What follows belongs to an exercise in optimizing a design on an open flow for small area and a short achievable clock period; a production flow would make more cautious choices. The RTL was checked by simulation tests, not by an equivalence proof against the original design.

## filter
module filter #(parameter DATA_WIDTH = 16) (
    input clk,
    input rst_n,
    input signed [DATA_WIDTH-1:0] FilterIn,
    input ValidIn,
    output signed [32:0] data_out,
    output reg ValidOut);
Size in the first run: about 2500 cells after synthesis, ~550 flip-flops, about 53 I/O pins, roughly 37000 um^2 of cells after synthesis.
clock: 10.5 ns
lec_check: 0
cap_margin: 20
core_margin: 2
core_utilization: 65
setup_slack_margin: 5
slew_margin: 20
synth_hierarchical: 1
tns_end_percent: 100
standard.sh (not shown) runs the stock make flow with config.mk's settings and CLKGATE_MAP_FILE= SYNTH_SCRIPT=/design/flow/synth_recipe.tcl, a recipe that flattens the netlist after the stock synthesis.
==> flow/flow/run.sh <==
#!/bin/bash
# Layout: the standard flow (standard.sh) unchanged, except that timing repair
# aims at a larger setup margin (a shorter period than the 10.5 ns clock) and the
# port buffers are plain buffers instead of delay cells.  make's full output goes
# to make_finish.log here; each ORFS step keeps its own log under orfs/logs/.
set -uo pipefail
bash standard.sh SETUP_SLACK_MARGIN=6.25 'BUFFER_PORTS_ARGS=-buffer_cell sky130_fd_sc_hd__buf_4' finish > make_finish.log 2>&1
status=$?
tail -n 40 make_finish.log
exit $status
The starting point finished clean.
Change:
--- a/flow/flow/run.sh
+++ b/flow/flow/run.sh
@@ -5,5 +5,5 @@
 # to make_finish.log here; each ORFS step keeps its own log under orfs/logs/.
 set -uo pipefail
-bash standard.sh SETUP_SLACK_MARGIN=6.25 'BUFFER_PORTS_ARGS=-buffer_cell sky130_fd_sc_hd__buf_4' finish > make_finish.log 2>&1
+bash standard.sh SETUP_SLACK_MARGIN=6.15 'BUFFER_PORTS_ARGS=-buffer_cell sky130_fd_sc_hd__buf_4' finish > make_finish.log 2>&1
 status=$?
 tail -n 40 make_finish.log
- CORE_UTILIZATION: 65 -> 25
What happened:
- synthesized cell count is unchanged
- cell count is higher by 34%
- synthesized area stays the same
- cell area is higher by about 3%
- worst hold slack loses 0.0038 ns
- critical path depth is lower by 9
- clock-buffer cell count is higher by 7
- clock skew is higher by 0.015 ns
- non-clock buffer count is lower by 14
Change:
--- a/flow/flow/run.sh
+++ b/flow/flow/run.sh
@@ -5,5 +5,5 @@
 # to make_finish.log here; each ORFS step keeps its own log under orfs/logs/.
 set -uo pipefail
-bash standard.sh SETUP_SLACK_MARGIN=6.15 'BUFFER_PORTS_ARGS=-buffer_cell sky130_fd_sc_hd__buf_4' finish > make_finish.log 2>&1
+bash standard.sh SETUP_SLACK_MARGIN=6.5 'BUFFER_PORTS_ARGS=-buffer_cell sky130_fd_sc_hd__buf_4' finish > make_finish.log 2>&1
 status=$?
 tail -n 40 make_finish.log
- CORE_UTILIZATION: 25 -> 65
The changed run finished with timing, DRC and antenna clean.
Synthesized cell count stays the same.
Non-clock buffer count went up by 140.
Routed wire length goes up by a few percent.
Maximum frequency stays flat.
Sequential share of layout area decreases by 0.31 points.
Worst setup slack degrades by 0.0051 ns.
Flip-flop and latch count does not change.
Cell area rose slightly.
Change:
--- a/flow/flow/run.sh
+++ b/flow/flow/run.sh
@@ -5,5 +5,5 @@
 # to make_finish.log here; each ORFS step keeps its own log under orfs/logs/.
 set -uo pipefail
-bash standard.sh SETUP_SLACK_MARGIN=6.5 'BUFFER_PORTS_ARGS=-buffer_cell sky130_fd_sc_hd__buf_4' finish > make_finish.log 2>&1
+bash standard.sh SETUP_SLACK_MARGIN=6.25 'BUFFER_PORTS_ARGS=-buffer_cell sky130_fd_sc_hd__buf_4' finish > make_finish.log 2>&1
 status=$?
 tail -n 40 make_finish.log
- CORE_UTILIZATION: 65 -> 25
- PLACE_DENSITY: not set -> 0.8
Final area decreases by 0.82%.
Die area increases to 2.6 times its value.
Maximum frequency increases by 2.2%.

========
filter again, from the RTL that the note above started with.
// filter
module filter #(parameter DATA_WIDTH = 16) (
    input clk,
    input rst_n,
    input signed [DATA_WIDTH-1:0] FilterIn,
    input ValidIn,
    output signed [32:0] data_out,
    output reg ValidOut);
export LEC_CHECK = 0
export CAP_MARGIN = 20
export CORE_MARGIN = 2
export CORE_UTILIZATION = 65
export SETUP_SLACK_MARGIN = 5
export SLEW_MARGIN = 20
export SYNTH_HIERARCHICAL = 1
export TNS_END_PERCENT = 100
create_clock -name core_clock -period 10.5 [get_ports {clk}]
==> flow/flow/run.sh <==
#!/bin/bash
# Layout: the standard flow (standard.sh) unchanged, except that timing repair
# aims at a larger setup margin (a shorter period than the 10.5 ns clock) and the
# port buffers are plain buffers instead of delay cells.  make's full output goes
# to make_finish.log here; each ORFS step keeps its own log under orfs/logs/.
set -uo pipefail
bash standard.sh SETUP_SLACK_MARGIN=6.8 'BUFFER_PORTS_ARGS=-buffer_cell sky130_fd_sc_hd__buf_4' finish > make_finish.log 2>&1
status=$?
tail -n 40 make_finish.log
exit $status
The baseline completed without violations.
Change:
--- a/flow/flow/run.sh
+++ b/flow/flow/run.sh
@@ -7 +7 @@
-bash standard.sh SETUP_SLACK_MARGIN=6.8 'BUFFER_PORTS_ARGS=-buffer_cell sky130_fd_sc_hd__buf_4' finish > make_finish.log 2>&1
+bash standard.sh SETUP_SLACK_MARGIN=6.25 'BUFFER_PORTS_ARGS=-buffer_cell sky130_fd_sc_hd__buf_4' finish > make_finish.log 2>&1
- CORE_UTILIZATION: 65 -> 30
Effect: Via count went down by 10%; setup slack is better by 0.25 ns; global-route usage decreases by 23 points; worst hold slack loses 0.011 ns; first-iteration DRC count drops by about 20%; final area went down by 5.0%; routed wire length goes down by about 13%; die area grows by about 110%; core utilization fell by 45 points.
Change:
- CORE_UTILIZATION: 30 -> 20
Result: The new run went through all stages and came out clean. Final cell count goes up by 18%. Routed wire length goes up by 3.1%. Cell area goes up by 2.4%. Die area goes up by 49%.
Change:
- CORE_UTILIZATION: 20 -> 40
Result: Setup slack is better by 0.065 ns. Wire length shrinks by 1.1%.

========
Another version of the RTL of filter (not shown whole).
Size: ~550 flip-flops.
Settings: LEC_CHECK=0, CAP_MARGIN=20, CORE_MARGIN=2, CORE_UTILIZATION=65, CTS_BUF_LIST=sky130_fd_sc_hd__clkbuf_4 sky130_fd_sc_hd__clkbuf_8, CTS_CLUSTER_SIZE=24, SETUP_SLACK_MARGIN=5, SLEW_MARGIN=20, SYNTH_HIERARCHICAL=1, TNS_END_PERCENT=100; clock period 10.5 ns.
==> flow/flow/run.sh <==
#!/bin/bash
# Layout: the standard flow (standard.sh) unchanged, except that timing repair
# aims at a larger setup margin (a shorter period than the 10.5 ns clock) and the
# port buffers are plain buffers instead of delay cells.  make's full output goes
# to make_finish.log here; each ORFS step keeps its own log under orfs/logs/.
set -uo pipefail
bash standard.sh SETUP_SLACK_MARGIN=6.0 'BUFFER_PORTS_ARGS=-buffer_cell sky130_fd_sc_hd__buf_4' finish > make_finish.log 2>&1
status=$?
tail -n 40 make_finish.log
exit $status
The baseline completed without violations.
Rerun with:
- CTS_BUF_LIST: sky130_fd_sc_hd__clkbuf_4 sky130_fd_sc_hd__clkbuf_8 -> not set
- CTS_CLUSTER_SIZE: 24 -> not set
Sequential cell count stays the same. Cell count came out lower by 2.0%. Worst setup slack gains 0.046 ns. Fmax increases by 1.0%. Synthesized area stays the same. First-iteration DRC count went down by 7.8%. Final area went down by 0.56%. Routed wire length came out lower by 0.75%.

========
filter, a different RTL version from the one above (not shown whole).
For scale: ~2400 cells after synthesis, ~520 flip-flops, roughly 53 I/O pins, ~37000 um^2 of cells after synthesis.
Settings: LEC_CHECK=0, CAP_MARGIN=20, CORE_MARGIN=2, CORE_UTILIZATION=50, SETUP_SLACK_MARGIN=5, SLEW_MARGIN=20, SYNTH_HIERARCHICAL=1; clock period 10.5 ns.
run.sh (not shown) runs the stock make flow with config.mk's settings and CLKGATE_MAP_FILE= SYNTH_SCRIPT=/design/flow/synth_recipe.tcl, a recipe that flattens the netlist after the stock synthesis.
Stock flow here: none of the scripts above is used.
Next try:
==> flow/flow/run.sh (new file) <==
#!/bin/bash
# Layout: the standard flow (standard.sh) unchanged, except that timing repair
# aims at a larger setup margin (a shorter period than the 10.5 ns clock) and the
# port buffers are plain buffers instead of delay cells.  make's full output goes
# to make_finish.log here; each ORFS step keeps its own log under orfs/logs/.
set -uo pipefail
bash standard.sh SETUP_SLACK_MARGIN=6.0 'BUFFER_PORTS_ARGS=-buffer_cell sky130_fd_sc_hd__buf_4' finish > make_finish.log 2>&1
status=$?
tail -n 40 make_finish.log
exit $status
==> flow/standard.sh (new file) <==
#!/bin/bash
# synth_recipe.tcl (not shown) runs the flow's synth.tcl, then flattens the netlist and writes it again
# the make line also repeats each setting of config.mk as NAME=value (left out here)
make -C /OpenROAD-flow-scripts/flow DESIGN_CONFIG=/design/flow/config.mk WORK_HOME=/design/flow/orfs CLKGATE_MAP_FILE= SYNTH_SCRIPT=/design/flow/synth_recipe.tcl "${@:-finish}"
Settings changed: CORE_UTILIZATION 50 to 65, TNS_END_PERCENT set to 100.
removed: flow/run.sh
What happened: The new run ran to the end with no violations. Routed wire length rose slightly. Sequential cell count is unchanged. Global-route usage rose by 8.3 points. Final cell count fell by a few percent. Clock-buffer cell count rose by 3. Utilization rose by 16 points. Worst hold slack improved by 3.7 ps. Non-clock buffer count rose by 15. Register-to-register slack improved by 450 ps.
Next try:
==> flow/run.sh (new file) <==
#!/bin/bash
# synth_recipe.tcl (not shown) runs the flow's synth.tcl, then flattens the netlist and writes it again
# the make line also repeats each setting of config.mk as NAME=value (left out here)
make -C /OpenROAD-flow-scripts/flow DESIGN_CONFIG=/design/flow/config.mk WORK_HOME=/design/flow/orfs CLKGATE_MAP_FILE= SYNTH_SCRIPT=/design/flow/synth_recipe.tcl finish
removed: flow/flow/run.sh
removed: flow/standard.sh
Effect: Via count decreases by 2.9%; hold slack stays flat; final cell count came out lower by 0.90%; cell area shrinks by 0.70%.
Next try:
==> flow/flow/run.sh (new file) <==
#!/bin/bash
# Layout: the standard flow (standard.sh) unchanged, except that timing repair
# aims at a larger setup margin (a shorter period than the 10.5 ns clock) and the
# port buffers are plain buffers instead of delay cells.  make's full output goes
# to make_finish.log here; each ORFS step keeps its own log under orfs/logs/.
set -uo pipefail
bash standard.sh SETUP_SLACK_MARGIN=6.5 'BUFFER_PORTS_ARGS=-buffer_cell sky130_fd_sc_hd__buf_4' finish > make_finish.log 2>&1
status=$?
tail -n 40 make_finish.log
exit $status
==> flow/standard.sh (new file) <==
#!/bin/bash
# synth_recipe.tcl (not shown) runs the flow's synth.tcl, then flattens the netlist and writes it again
# the make line also repeats each setting of config.mk as NAME=value (left out here)
make -C /OpenROAD-flow-scripts/flow DESIGN_CONFIG=/design/flow/config.mk WORK_HOME=/design/flow/orfs CLKGATE_MAP_FILE= SYNTH_SCRIPT=/design/flow/synth_recipe.tcl "${@:-finish}"
removed: flow/run.sh
Result: The new run completed without violations. Routed wire length increases by about 13%. Cell area climbs by 7.2%. Worst setup slack is better by 43 ps. First-iteration DRC count goes up by 27%. Count of clock-buffer cells in the layout does not change. Final cell count climbs by about 6%.

separate check: timing with driven ports:
The flow's constraints put no driver on any port. The routed layouts listed below were extracted and timed again, unchanged, in two steps.
Step 1 sets driving cells, clkbuf_16 on the clock port and buf_2 on the other inputs (assumed; they add their load-dependent delay and slew).
Step 2 times the ports against the registers' clock, not the clock port: input delays grow and output delays shrink by t, the midpoint of the rising clock arrivals with the driver on.
Slacks: ideal / step 1 / step 2; pairs: ideal / step 1.
run	t, ns	setup slack, ns	clock arrival spread, ns	worst data-port slew with drivers (ns)
the first run of note 1	0.683	6.220 / 6.144 / 5.461	0.021 / 0.020	0.22
the second run of note 1	0.692	6.193 / 6.193 / 5.509	0.035 / 0.035	0.22
the third run of note 1	0.680	6.188 / 6.104 / 5.424	0.032 / 0.032	0.22
the fourth run of note 1	0.674	6.282 / 6.133 / 5.458	0.056 / 0.055	0.26
the first run of note 2	0.706	6.062 / 6.062 / 5.370	0.046 / 0.046	0.24
the second run of note 2	0.698	6.309 / 6.167 / 5.469	0.024 / 0.023	0.21
the third run of note 2	0.695	6.241 / 6.165 / 5.470	0.041 / 0.040	0.24
the fourth run of note 2	0.705	6.306 / 6.207 / 5.502	0.046 / 0.046	0.18
the first run of note 3	0.746	5.918 / 5.918 / 5.417	0.036 / 0.035	0.05
the second run of note 3	0.683	5.964 / 5.964 / 5.444	0.023 / 0.023	0.05
the first run of note 4	0.686	4.990 / 4.925 / 4.890	0.017 / 0.017	0.05
the second run of note 4	0.675	5.225 / 5.161 / 5.769	0.017 / 0.017	0.05
the third run of note 4	0.675	5.043 / 4.977 / 4.772	0.021 / 0.021	0.05
the fourth run of note 4	0.682	5.086 / 5.022 / 5.704	0.041 / 0.041	0.05
After both steps setup and hold are still met in every run listed. For the second run of note 2, which loses most, drivers alone change the setup slack by -0.142 ns; drivers and shift together by -0.840 ns.
